Source: an optimization exercise on an open RTL-to-GDS flow (aim: small area, a short achievable clock period and few clock cycles). Production flows keep margins and buffers that such runs may drop. Only simulation tests tie the RTL to the original design; equivalence was not proved.

==> design/flow/design.v <==
module dekoder64
(
	input             clk,
	input             load,    
	input             sync,    
	input      [31:0] d,
	input      [15:0] s_lo,    
	input      [15:0] s_hi,    
	input      [23:0] c1,      
	input      [7:0]  c2,
	input      [15:0] ky_lo,   
	input      [15:0] ky_hi,   
	output            ph_n,    
	output            eq,      
	output reg [1:0]  eqd      
);
	function [16:0] add16;
		input [15:0] a, b;
		input        ci;
		add16 = {1'b0, a} + {1'b0, b} + {16'd0, ci};
	endfunction
	reg  [31:0] x, d1, d2, d3, d4;
	reg  [15:0] d5;
	reg         ld;
	reg  [2:0]  lc;        
	reg         ph1;       
	reg         ph2;       
	reg  [7:0]  c1r;
	reg  [15:0] tlo;
	reg  [2:0]  cy;
	reg  [19:0] xh;        
	reg  [15:0] thi;
	reg  [15:0] slo;
	reg         sc;
	wire [2:0] lc_n = sync ? 3'd2 : (lc == 3'd5) ? 3'd0 : lc + 3'd1;
	assign ph_n = (lc_n >= 3'd3);
	wire [1:0] j_n = (lc == 3'd2 || lc == 3'd5) ? 2'd0 : (lc == 3'd0 || lc == 3'd3) ? 2'd1 : 2'd2;
	wire [15:0] kx_lo = ph1 ? 16'h6c6b : {c1r, c2};
	wire [16:0] a1 = add16({x[11:0], 4'b0}, kx_lo, 1'b0);
	wire [16:0] a2 = add16(x[15:0], s_lo, 1'b0);
	wire [16:0] a3 = add16(x[20:5], ky_lo, 1'b0);
	wire [15:0] kx_hi = ph2 ? 16'h6875 : 16'h7468;
	wire [16:0] b1 = add16(xh[15:0], kx_hi, cy[0]);
	wire [16:0] b2 = add16(xh[19:4], s_hi, cy[1]);
	wire [16:0] b3 = add16({5'b0, xh[19:9]}, ky_hi, cy[2]);
	wire [16:0] sl = add16(d4[15:0], ~tlo, 1'b1);
	wire [16:0] sh = add16(d5, ~thi, sc);
	always @(posedge clk) begin
		ld  <= load;
		lc  <= lc_n;
		ph1 <= ph_n;
		ph2 <= ph1;
		c1r <= c1[8*j_n +: 8];
		tlo <= a1[15:0] ^ a2[15:0] ^ a3[15:0];
		cy  <= {a3[16], a2[16], a1[16]};
		xh  <= x[31:12];
		thi <= b1[15:0] ^ b2[15:0] ^ b3[15:0];
		slo <= sl[15:0];
		sc  <= sl[16];
		eqd <= {eqd[0], eq};
		d1  <= x;
		d2  <= d1;
		d3  <= d2;
		d4  <= d3;
		d5  <= d4[31:16];
		x   <= ld ? d : {sh[15:0], slo};
	end
	assign eq = (x == 32'h25706466);    
endmodule
module keygen
(
	input  [39:0] hi,     
	output [39:0] next,
	output        last    
);
	function [7:0] step;
		input [7:0] c;
		begin
			if (c == 8'd122)     step = 8'd32;
			else if (c == 8'd32) step = 8'd65;
			else                 step = c + 8'd1;
		end
	endfunction
	wire [4:0] sp;
	genvar i;
	generate for (i = 0; i < 5; i = i + 1) begin : g
		assign sp[i] = (hi[39-8*i -: 8] == 8'd32);
		if (i == 0) begin : g0
			assign next[39 -: 8] = step(hi[39 -: 8]);
		end else begin : gn
			assign next[39-8*i -: 8] = &sp[i-1:0] ? step(hi[39-8*i -: 8]) : hi[39-8*i -: 8];
		end
	end endgenerate
	assign last = &sp;
endmodule
module kombajn
(
	input              rst,
	input              clk,
	input              start,
	input      [63:0]  data,
	input      [47:0]  start_key,
	output reg         busy,
	output reg         found,
	output     [127:0] keyout
);
localparam P = 5;
localparam B = 3 * P;                  
localparam [31:0] MAGIC = 32'h25706466;
localparam [31:0] DELTA = 32'h9e3779b9;
localparam [31:0] SUM0  = 32'hc6ef3720;
localparam [31:0] K1    = 32'h20697320;
reg  [63:0] data_reg;
reg  [7:0]  c1_raw;        
reg  [39:0] hi;            
reg  [6:0]  p;             
reg         first;         
reg  [7:0]  cnt;
reg  [2:0]  m6;            
reg  [31:0] sum;           
reg  [15:0] sum2;          
reg  [31:0] ky;            
reg  [15:0] ky2;           
reg  [31:0] d;             
reg         hitr;          
reg  [4:0]  hq;            
reg  [7:0]  kc1;           
wire [39:0] hi_next;
wire        hi_last;
keygen kg (.hi(hi), .next(hi_next), .last(hi_last));
assign keyout = {80'h68756c6b206973207468, kc1, hi};
wire [6:0] pos0 = (c1_raw == 8'd32) ? 7'd123 : c1_raw[6:0];
function [7:0] chr;
	input [6:0] p;
	input [6:0] q;
	reg   [6:0] s;
	begin
		s   = p + q;
		chr = (s == 7'd123) ? 8'd32 : {1'b0, s};
	end
endfunction
wire accept   = start & ~busy;
wire [7:0] cn = ~busy ? 8'd194 : (cnt == 8'd197) ? 8'd0 : cnt + 8'd1;    
wire load_n   = (cn >= 8'd194) | (cn <= 8'd1);
wire zload_n  = (cn >= 8'd194) & (cn <= 8'd196);
wire [B-1:0] match;
wire [B-1:0] valid;
wire         ph_n;
genvar i;
generate for (i = 0; i < P; i = i + 1) begin : lane
	wire        eq;
	wire [1:0]  eqd;
	wire        phl;
	dekoder64 u (.clk(clk), .load(load_n), .sync(~busy), .d(d),
	             .s_lo(sum[15:0]), .s_hi(sum2),
	             .c1({chr(p, 3*i + 2), chr(p, 3*i + 1), chr(p, 3*i)}), .c2(hi[39:32]),
	             .ky_lo(ky[15:0]), .ky_hi(ky2),
	             .ph_n(phl), .eq(eq), .eqd(eqd));
	if (i == 0) begin : ph0
		assign ph_n = phl;
	end
	assign match[3*i]   = eqd[1];
	assign match[3*i+1] = eqd[0];
	assign match[3*i+2] = eq;
	assign valid[3*i]   = (p <= 123 - 3*i);
	assign valid[3*i+1] = (p <= 122 - 3*i);
	assign valid[3*i+2] = (p <= 121 - 3*i);
end endgenerate
wire [B-1:0] hit = match & valid;
reg [4:0] hit_q;
integer j;
always @(*) begin
	hit_q = 5'd0;
	for (j = B - 1; j >= 0; j = j - 1)
		if (hit[j]) hit_q = j;
end
wire eval     = busy & ~first & (cnt == 8'd195);
wire last_blk = (p >= 124 - B);        
wire finish   = eval & (hitr | (hi_last & last_blk));
always @(posedge clk or posedge rst) begin
	if (rst) begin
		busy  <= 1'b0;
		found <= 1'b0;
	end else if (accept) begin
		busy  <= 1'b1;
		found <= 1'b0;
	end else if (finish) begin
		busy  <= 1'b0;
		found <= hitr;
	end
end
always @(posedge clk) begin
	cnt <= cn;
	m6  <= ~busy ? 3'd2 : (m6 == 3'd5) ? 3'd0 : m6 + 3'd1;    
	if (accept)
		hi <= start_key[39:0];
	if (~busy) begin
		data_reg <= data;
		c1_raw   <= start_key[47:40];
		first    <= 1'b1;
	end else if (cnt == 8'd194) begin
		hitr <= |hit;
		hq   <= hit_q;
		if (first)
			p <= pos0;
	end else if (cnt == 8'd195) begin
		if (first)
			first <= 1'b0;
		else if (~hitr) begin
			if (last_blk) begin
				p  <= 7'd65;
				hi <= hi_next;
			end else
				p <= p + B;
		end
	end
	if (~busy)
		d <= data[31:0];
	else
		d <= zload_n ? data_reg[31:0] : data_reg[63:32];
	ky   <= ph_n ? K1 : hi[31:0];
	ky2  <= ky[31:16];
	sum2 <= sum[31:16];
	if (cnt == 8'd197)
		sum <= SUM0;
	else if (m6 == 3'd5)
		sum <= sum - DELTA;
	if (finish & hitr)
		kc1 <= chr(p, {2'b00, hq});
end
endmodule
==> design/flow/run.sh <==
#!/bin/bash
# synth_recipe.tcl (not shown) runs the flow's synth.tcl, then flattens the netlist and writes it again
# the make line also repeats each setting of config.mk as NAME=value (left out here)
make -C /OpenROAD-flow-scripts/flow DESIGN_CONFIG=/design/flow/config.mk WORK_HOME=/design/flow/orfs CLKGATE_MAP_FILE= SYNTH_SCRIPT=/design/flow/synth_recipe.tcl finish
==> design/flow/config.mk <==
export PLATFORM = sky130hd
export DESIGN_NAME = kombajn
export DESIGN_NICKNAME = kombajn
export VERILOG_FILES = /design/flow/design.v
export SDC_FILE = /design/flow/constraint.sdc
export NUM_CORES = 4
export LEC_CHECK = 0
export CAP_MARGIN = 20
export CORE_MARGIN = 2
export CORE_UTILIZATION = 60
export CTS_CLUSTER_DIAMETER = 60
export CTS_CLUSTER_SIZE = 24
export SETUP_SLACK_MARGIN = 5
export SLEW_MARGIN = 20
==> design/flow/constraint.sdc <==
create_clock -name core_clock -period 8.0 [get_ports {clk}]
set_input_delay 1.6000 -clock core_clock [delete_from_list [all_inputs] [get_ports {clk}]]
set_output_delay 1.6000 -clock core_clock [all_outputs]
set_load 0.01 [all_outputs]
==> results of run 1 <==
## per-layer routing
metal	vias to the layer above	share of wire (%)	track usage [%]
met2	1648	45	50.4
met3	290	7.3	4.34
met5	-	0	0
met4	0	2.6	8.04
met1	23800	45	44.1
li1	24000	-	-
## layout make-up
type	count	area, um^2	area share, %
multi-input cells	4735	35500	46.7
clock inverters	73	1010	1.33
clock buffers	115	2720	3.57
inverters	411	1580	2.07
well taps	1500	1880	2.47
diodes	9	22.5	0.0296
repair buffers	271	2310	3.03
flip-flops and latches	1484	31100	40.8
## logic make-up (layout without fill, tap and decap cells)
family                   count (synthesis)  in the layout
AO/OA/AOI/OAI                         1442           1442
XOR/XNOR                               900            900
adder cells (fa/ha/maj)                627            627
buffers and inverters                  604            870
flip-flops                            1484           1484
multiplexers                            37             37
other                                    2             95
AND/OR/NAND/NOR                       1641           1643
## worst paths after layout
check                              endpoint  slack [ns]  cells past startpoint
max reg2reg                           hq[1]        4.95                      8
min in group asynchronous              busy        1.04                      2
max                                   hq[1]        4.95                      8
min reg2reg                lane[4].u.d3[15]        0.31                      0
max in group asynchronous              busy        6.83                      2
min                        lane[4].u.d3[15]        0.31                      0
## stage by stage
| step | instance area [um^2] | utilization, % |
|---|---|---|
| after floorplan | 68300 | - |
| after global placement | 70900 | 63.1 |
| after detailed placement | 70900 | 63.1 |
| after CTS | 75200 | 67.0 |
| after global routing | 76000 | 67.7 |
| final | 76000 | 67.7 |
## cells in the final DEF (no fill, tap or decap), types with 31 or more instances in the layout
cell,Yosys,final
a211oi_1,69,59
a21o_1,141,141
a21oi_1,329,315
a221o_1,32,32
a31oi_1,63,61
and2_1,46,45
and3_1,64,62
buf_2,12,35
buf_4,82,98
clkbuf_16,0,105
clkdlybuf4s50_1,0,114
conb_1,2,86
dfxtp_1,1359,1312
dfxtp_2,0,31
edfxtp_1,123,123
fa_1,56,49
ha_1,571,555
inv_1,408,396
mux2i_1,37,37
nand2_1,380,376
nand2b_1,75,74
nand3_1,136,136
nand4_1,39,39
nor2_1,361,359
nor2b_1,93,92
nor3_1,181,177
o211ai_1,52,52
o21a_1,68,68
o21ai_0,371,356
o21ai_1,24,37
o21bai_1,34,34
o31ai_1,35,33
or2_2,57,57
or3_1,49,49
xnor2_1,723,716
xor2_1,171,171
## worst max-delay path: stages (launching register included)
cell and delay (ns):
dfxtp_1 0.34, nor4b_1 0.82, nand4_1 0.39, nor2_1 0.54
o21a_1 0.23, nor2b_1 0.07, a21boi_0 0.14, o21ai_0 0.18
a21oi_1 0.10
## timing repair
item | in CTS | in global routing
buffers inserted | 59 | 25
pin swaps | 10 | 34
resized for setup | 274 | 148
cloned | 0 | 2
setup endpoints to repair | 242 | 135
==> flow_summary.json, run 1 <==
{
  "cts_tree": "done",
  "ys_top_cells_by_count": "dfxtp_1 (1359), xnor2_1 (723), ha_1 (571)",
  "start_util_pct": 60.5,
  "rsz0062_at_grt": "yes",
  "cts_buffers": 103,
  "ys_ff_latch": 1484,
  "drt-total-wl_mm": 186,
  "core_area_um2": 112000,
  "drive_above_1_share_pct": 8.48,
  "syn_to_final_growth_pct": 11.9,
  "critical_path_arrival_ns": 3.53,
  "synth.area.mux_share_pct": 0.545,
  "synth-seq-area-share_pct": 45.5,
  "avgSynthCellArea_um2": 10.1,
  "yosys-top-cells-area": "dfxtp_1 (40%), ha_1 (11%), xnor2_1 (9.3%), edfxtp_1 (5.4%), o21ai_0 (2.7%)",
  "worstHoldStart": "lane[4].u.d2[15]",
  "fp.dieArea_um2": 116000,
  "netlist_area_um2": 68000,
  "nNetsFinal": 7748,
  "routedWlPerCell_um": 21.6,
  "yosys.area_share.adder_pct": 12.2,
  "synth-edff-count": 123,
  "antenna_found_initial": 9,
  "finalSetupViolations": 0,
  "drt-vias-per-instance": 5.79,
  "grt_use_total_pct": 31.2,
  "tightest_slew_ns": 1.11,
  "drtIter0Drc": 3775,
  "crit_required_ns": 8.48,
  "relSlewSlack_pct": 25.9,
  "synth_xor_area_share_pct": 11.7,
  "synth_compound_area_share_pct": 13.9,
  "slew_violations": 0,
  "cap_violations": 0,
  "ant_nets": 0,
  "synth_simple_gate_area_share_pct": 12.3,
  "hold_slack_ns": 0.314,
  "grt_pass1_wl_mm": 279,
  "insertion_delay_ns": 0.74,
  "critPathLaunch": "lane[2].u.x[31]",
  "setup_ws_ns": 4.95,
  "grt_max_degree": 77,
  "yosysTopAreaCell": "dfxtp_1",
  "cp-end-kind": "register",
  "yosysMostFrequentCell": "dfxtp_1",
  "cts.path.max_buffers": 3,
  "yosysWarnings": 3,
  "synth_ff_type": "dfxtp_1",
  "synth_top_family_by_area": "compound AO/OA/AOI/OAI gates",
  "period_needed_ns": 3.05,
  "grt_overflow": 0,
  "cp-start-kind": "register",
  "die_w_um": 341,
  "cts.sinks": 1484,
  "clockRootBuffer": "clkbuf_16",
  "grt_pass1_vias": 48700,
  "ios": 245,
  "synth_top_area_share_pct": 40.0,
  "min_path_type": "reg2reg",
  "period_share_pct": 38.1,
  "cts.clk_slew.worst_paths_ns": 0.09,
  "syn_inst": 6737,
  "drtPass1Iterations": 6,
  "instances_no_fill": 8598,
  "io_buffers": 163,
  "finClkSkew_ns": 0.0348,
  "ctsHoldBuffers": 0,
  "cts_max_level": 3,
  "netlist-cell-type-count": 94,
  "dpl.hpwl_mm": 143,
  "fin_tns_setup_ns": 0,
  "die_y_um": 341,
  "drt_drc_violations_left": 0,
  "row_count": 123,
  "vias": 49800,
  "place.gp.congestion": 0.967,
  "crit_fanout": 3,
  "dp_cells": 8314,
  "outcome": "complete, no violations",
  "fillCellCount": 8797,
  "timing.rr.start": "lane[2].u.x[31]",
  "async_reset_ff_share_pct": 0.135,
  "dp_slack_ns": 4.08,
  "max_freq_mhz": 328,
  "hold_viol": 0,
  "path_class": "reg2reg"
}
Testbench counts, summed over its fixed seeds: cycles 163,140.
==> inputs of run 2 (changes only) <==
--- a/design/flow/config.mk
+++ b/design/flow/config.mk
@@ -6,9 +6,10 @@
 export NUM_CORES = 4
 export LEC_CHECK = 0
+export ABC_AREA = 1
 export CAP_MARGIN = 20
 export CORE_MARGIN = 2
 export CORE_UTILIZATION = 60
-export CTS_CLUSTER_DIAMETER = 60
-export CTS_CLUSTER_SIZE = 24
+export CTS_CLUSTER_DIAMETER = 70
+export CTS_CLUSTER_SIZE = 30
 export SETUP_SLACK_MARGIN = 5
 export SLEW_MARGIN = 20
==> run 2 against run 1 <==
  * Critical path depth down 5
  * Flip-flop and latch count stayed put
  * Routed wire length up 5.9%
  * Via count is 8.9% higher
  * Final area grew 0.19%
  * Fmax fell by 0.49%
  * Non-clock buffer count up 5
  * Critical path type is now reg2out
  * Critical endpoint is now busy
  * Largest cell class unchanged
==> flow_summary.json, run 2 <==
{
  "row_count": 124,
  "rsz0062_at_grt": "yes",
  "yosysMostFrequentCell": "nand2_1",
  "hold_slack_ns": 0.302,
  "drt-total-wl_mm": 196,
  "die_w_um": 343,
  "yosys-top-cells-area": "dfxtp_1 (39%), ha_1 (10%), nand2_1 (8.6%), xor2_1 (6.7%), edfxtp_1 (5.3%)",
  "ctsHoldBuffers": 0,
  "path_class": "reg2out",
  "min_path_type": "reg2reg",
  "final_area_um2": 76200,
  "routedWlPerCell_um": 19.9,
  "period_needed_ns": 3.07,
  "drtIter0Drc": 4523,
  "grt_pass1_wl_mm": 295,
  "synth-seq-area-share_pct": 44.8,
  "netlist-cell-type-count": 60,
  "netlist_area_um2": 69100,
  "yosysWarnings": 3,
  "place.gp.congestion": 0.979,
  "relSlewSlack_pct": 13.1,
  "drt-vias-per-instance": 5.50,
  "yosysTopAreaCell": "dfxtp_1",
  "avgSynthCellArea_um2": 8.65,
  "die_y_um": 343,
  "cts.path.max_buffers": 3,
  "insertion_delay_ns": 0.71,
  "final_cell_mix": "nand2_1 (1587), dfxtp_1 (1334), inv_1 (964)",
  "syn_to_final_growth_pct": 10.2,
  "fin_tns_setup_ns": 0,
  "crit_fanout": 2,
  "period_share_pct": 38.3,
  "finalSetupViolations": 0,
  "fp.dieArea_um2": 118000,
  "synth_top_area_share_pct": 39.4,
  "ios": 245,
  "timing.rr.start": "p[1]",
  "drt_drc_violations_left": 0,
  "start_util_pct": 60.5,
  "grt_use_total_pct": 32.9,
  "synth-edff-count": 123,
  "vias": 54200,
  "tightest_slew_ns": 1.29,
  "placed_cell_area_um2": 72300,
  "critical_path_arrival_ns": 1.47,
  "cap_violations": 0,
  "ys_top_cells_by_count": "nand2_1 (1590), dfxtp_1 (1359), inv_1 (975)",
  "fillCellCount": 9541,
  "max_freq_mhz": 326,
  "cp-start-kind": "register",
  "ys_ff_latch": 1484,
  "drtPass1Iterations": 7,
  "ant_nets": 0,
  "cts_max_level": 3,
  "crit_required_ns": 6.40,
  "slew_violations": 0,
  "core_area_um2": 114000,
  "grt_pass1_vias": 52500,
  "dp_slack_ns": 3.61,
  "setup_ws_ns": 4.93,
  "syn_inst": 7995,
  "cts.sinks": 1484,
  "critPathLaunch": "busy",
  "final_common_cell": "nand2_1",
  "cts.clk_slew.worst_paths_ns": 0.10,
  "cp-end-kind": "output pin",
  "finClkSkew_ns": 0.0377,
  "clockRootBuffer": "clkbuf_16",
  "grt_overflow": 0,
  "antenna_found_initial": 7,
  "outcome": "complete, no violations",
  "synth_ff_type": "dfxtp_1",
  "cts_tree": "done",
  "nNetsFinal": 9019,
  "cts_buffers": 82,
  "drive_above_1_share_pct": 5.42,
  "io_buffers": 163,
  "grt_max_degree": 76,
  "dpl.hpwl_mm": 154,
  "hold_viol": 0,
  "async_reset_ff_share_pct": 0.135,
  "worstHoldStart": "lane[3].u.d1[2]"
}
[run 2: worst max-delay path, stage by stage, from the launching register on]
cell and delay, ns:
dfrtp_2 0.42, buf_6 0.12, buf_12 0.12, buf_6 0.11
[run 2: worst paths after layout]
path	cells past startpoint	slack, ns	end
max in group asynchronous	2	6.74	busy
min in group asynchronous	2	1.14	found
hold reg to reg	0	0.30	lane[3].u.d2[2]
setup reg to reg	15	5.02	hi[16]
hold / removal	0	0.30	lane[3].u.d2[2]
setup / recovery	3	4.93	busy
[run 2: kinds of logic after synthesis]
logic type | after synthesis | synth area share [%]
AOI/OAI and AO/OA | 1230 | 9.90
xor gates and xnor gates | 763 | 9.85
adders and majority gates | 627 | 12.0
buffers and inverters | 1150 | 6.72
DFF | 1484 | 44.8
muxes | 13 | 0.212
other | 2 | 0.0109
and+or+nand+nor | 2726 | 16.6
[run 2: per-stage QoR]
step / utilization [%] / cells
final: 66.6 / 9858
after global routing: 66.6 / 9854
after CTS: 66.4 / 9839
after detailed placement: 63.2 / 9624
after global placement: 63.2 / 9624
after floorplan: - / 8079
[run 2: layout make-up]
class,instances,area [um^2],area share (%)
diodes,4,10.0,0.0131
well taps,1512,1890,2.48
clock inverters,61,965,1.27
multi-input cells,5446,34000,44.6
clock buffers,88,2130,2.79
flip-flops and latches,1484,31000,40.7
repair inverters,1,5.00,0.00657
inverters,986,3750,4.93
repair buffers,276,2460,3.22
[run 2: layer usage]
metal  global-route usage (%)  vias up  wire, um
li1                         -    26500         -
met1                     45.3    25500     87200
met2                     53.5     1869     88100
met3                     3.69      344     13900
met4                     11.8        2      7130
met5                        0        -        17
[run 2: repair_timing]
item,CTS,global route
pin swaps,2,4
gates cloned,4,0
endpoints found under the hold margin,0,0
gates resized for setup,207,60
endpoints found under the setup margin,224,143
buffers inserted,62,15
==> inputs of run 3 (changes only) <==
--- a/design/flow/config.mk
+++ b/design/flow/config.mk
@@ -6,5 +6,4 @@
 export NUM_CORES = 4
 export LEC_CHECK = 0
-export ABC_AREA = 1
 export CAP_MARGIN = 20
 export CORE_MARGIN = 2
==> run 3 against run 2 <==
  * Still clean
  * Clock-buffer cell count increased by 2
  * Critical path depth decreased by 2
  * Core utilization increased by 0.49 points
  * Fmax increased by 3.2%
  * Worst hold slack improved by 0.0057 ns
  * Largest cell class unchanged
  * Highest routed layer unchanged
==> flow_summary.json, run 3 <==
{
  "outcome": "complete, no violations",
  "worstReg2RegEnd": "lane[4].u.thi[15]",
  "cap_violations": 0,
  "yosysWarnings": 3,
  "cts.clk_slew.worst_paths_ns": 0.10,
  "finClkSkew_ns": 0.0448,
  "core_area_um2": 112000,
  "insertion_delay_ns": 0.70,
  "grt_pass1_vias": 48500,
  "rsz0062_at_grt": "yes",
  "synth-edff-count": 123,
  "drt_drc_violations_left": 0,
  "fp.dieArea_um2": 116000,
  "cts_buffers": 82,
  "clockRootBuffer": "clkbuf_16",
  "min_path_type": "reg2reg",
  "crit_fanout": 2,
  "max_freq_mhz": 336,
  "regArea_um2": 31100,
  "drive_above_1_share_pct": 7.99,
  "row_count": 123,
  "gr-usage-met3_pct": 4.33,
  "hold_viol": 0,
  "ant_nets": 0,
  "start_util_pct": 60.5,
  "grt_pass1_wl_mm": 279,
  "synth_ff_type": "dfxtp_1",
  "gr-usage-met2_pct": 50.3,
  "period_needed_ns": 2.97,
  "busiest_layer": "met2",
  "crit_chain": "clkdlybuf4s15_1",
  "netlist-cell-type-count": 94,
  "ys_ff_latch": 1484,
  "critical_path.top_delay_family": "flip-flops",
  "drt-vias-per-instance": 5.82,
  "crit_required_ns": 6.40,
  "met1_usage_pct": 44.0,
  "avgSynthCellArea_um2": 10.1,
  "drtIter0Drc": 3877,
  "cp-start-kind": "register",
  "ios": 245,
  "yosysTopAreaCell": "dfxtp_1",
  "relSlewSlack_pct": 27.2,
  "slew_violations": 0,
  "syn_inst": 6737,
  "place.gp.congestion": 0.967,
  "cts_tree": "done",
  "syn_to_final_growth_pct": 11.0,
  "antenna_found_initial": 15,
  "drt-total-wl_mm": 186,
  "routedWlPerCell_um": 21.7,
  "grt_overflow": 0,
  "cp.depth": 1,
  "yosysMostFrequentCell": "dfxtp_1",
  "cts_max_level": 3,
  "netlist_area_um2": 68000,
  "endpoint": "keyout[2]",
  "r2r_cells": 9,
  "final_common_cell": "dfxtp_1",
  "cts.path.max_buffers": 3,
  "timing.rr.start": "lane[4].u.ph2",
  "cpMaxStageDelayCell": "edfxtp_1",
  "cp_num_buf_inv": 1,
  "async_reset_ff_share_pct": 0.135,
  "tightest_slew_ns": 1.09,
  "path_class": "reg2out",
  "io_buffers": 163,
  "yosys-top-cells-area": "dfxtp_1 (40%), ha_1 (11%), xnor2_1 (9.3%), edfxtp_1 (5.4%), o21ai_0 (2.7%)",
  "finalSetupViolations": 0,
  "r2r_slack_ns": 5.04,
  "worst_path_largest_cell_delay_ns": 0.43,
  "ys_top_cells_by_count": "dfxtp_1 (1359), xnor2_1 (723), ha_1 (571)",
  "critical_path_arrival_ns": 1.37,
  "synth_top_area_share_pct": 40.0,
  "die_y_um": 341,
  "fillCellCount": 8886,
  "multi_input_area_um2": 35500,
  "die_w_um": 341,
  "fin_tns_setup_ns": 0,
  "critPathLaunch": "hi[2]",
  "cts.sinks": 1484,
  "final_cell_mix": "dfxtp_1 (1311), xnor2_1 (716), ha_1 (560)",
  "nNetsFinal": 7735,
  "grt_max_degree": 77,
  "synth-seq-area-share_pct": 45.5,
  "cp-end-kind": "output pin",
  "period_share_pct": 37.2,
  "grt_use_total_pct": 31.2,
  "drtPass1Iterations": 6,
  "dpl.hpwl_mm": 143,
  "vias": 49800
}
-- run 3: cell type report --
| type | count | area share, % |
|---|---|---|
| multi-input combinational | 4735 | 47.0 |
| clock buffer | 90 | 2.84 |
| tap | 1500 | 2.49 |
| sequential | 1484 | 41.2 |
| timing repair buffer | 279 | 3.22 |
| antenna | 4 | 0.0133 |
| clock inverter | 56 | 1.13 |
| inverter | 411 | 2.09 |
-- run 3: logic make-up after synthesis --
family                   count (synthesis)  share of synthesized area, %
AO/OA/AOI/OAI                         1442                          13.9
AND/OR/NAND/NOR                       1641                          12.3
flip-flops                            1484                          45.5
XOR/XNOR                               900                          11.7
adder cells (fa/ha/maj)                627                          12.2
other                                    2                        0.0111
multiplexers                            37                         0.545
buffers and inverters                  604                          3.86
-- run 3: layer usage --
| layer | wire length (um) | share of wire [%] |
|---|---|---|
| met3 | 12800 | 6.9 |
| met5 | 19 | 0.010 |
| met2 | 83400 | 45 |
| met4 | 5120 | 2.8 |
| met1 | 84300 | 45 |
-- run 3: what timing repair did --
action,4_1_cts,5_1_grt
hold buffers,0,0
pin swaps,12,31
gates resized for setup,251,151
endpoints found under the setup margin,246,146
cloned,0,2
buffers inserted,60,32
-- run 3: through the flow --
stage / hold WS (ns) / cells / instance area, um^2 / setup WS (ns) / util (%)
after floorplan: 0.310 / 6821 / 68300 / 5.02 / -
after global placement: 0.310 / 8314 / 70900 / 4.15 / 63.1
after detailed placement: 0.312 / 8314 / 70900 / 4.08 / 63.1
after CTS: 0.305 / 8520 / 74600 / 4.98 / 66.4
after global routing: 0.315 / 8555 / 75400 / 4.86 / 67.1
final: 0.307 / 8559 / 75400 / 5.03 / 67.1
-- run 3: how the worst min path moves through the flow --
stage / from / end / slack (ns) / cells past startpoint
3_5_place_dp: lane[0].u.d1[3] / lane[0].u.d2[3] / 0.31 / 0
3_3_place_gp: lane[0].u.d2[16] / lane[0].u.d3[16] / 0.31 / 0
6_report: lane[2].u.d2[4] / lane[2].u.d3[4] / 0.31 / 0
4_1_cts: lane[2].u.d2[4] / lane[2].u.d3[4] / 0.30 / 0
5_1_grt: lane[2].u.d3[0] / lane[2].u.d4[0] / 0.32 / 0
2_1_floorplan: ky[16] / ky2[0] / 0.31 / 0
-- run 3: worst reg2reg max path, stage by stage, from the launching register on --
cell       delay (ns)
dfxtp_1          0.56
ha_1             0.34
and3b_1          0.20
o21a_1           0.16
o21a_1           0.24
o22a_2           0.27
a21o_1           0.21
a2111oi_4        0.38
xnor2_1          0.18
xnor3_1          0.32

re-timing with driven ports:
The results above use ideal ports. As a check the final layouts listed here were re-extracted and re-timed, cells and wires unchanged.
Step 1 assumes that a clkbuf_16 drives the clock port and a buf_2 every other input.
Step 2 also shifts input and output timing later by t, the mid clock arrival at the registers, as if the neighbouring blocks saw the same clock.
Slacks: ideal ports / drivers / drivers and shift; pairs: ideal ports / drivers.
| run | t, ns | slack for setup (ns) | worst hold slack (ns) | worst register clock-pin slew, ns |
|---|---|---|---|---|
| run 1 | 0.793 | 4.948 / 4.948 / 4.469 | 0.314 / 0.314 / 0.314 | 0.09 / 0.09 |
| run 2 | 0.768 | 4.933 / 4.854 / 4.489 | 0.302 / 0.302 / 0.302 | 0.11 / 0.11 |
| run 3 | 0.754 | 5.028 / 4.953 / 4.488 | 0.307 / 0.307 / 0.307 | 0.11 / 0.11 |
After both steps setup and hold are still met in every run listed. For run 3, which loses most, drivers alone change the setup slack by -0.075 ns; drivers and shift together by -0.540 ns.
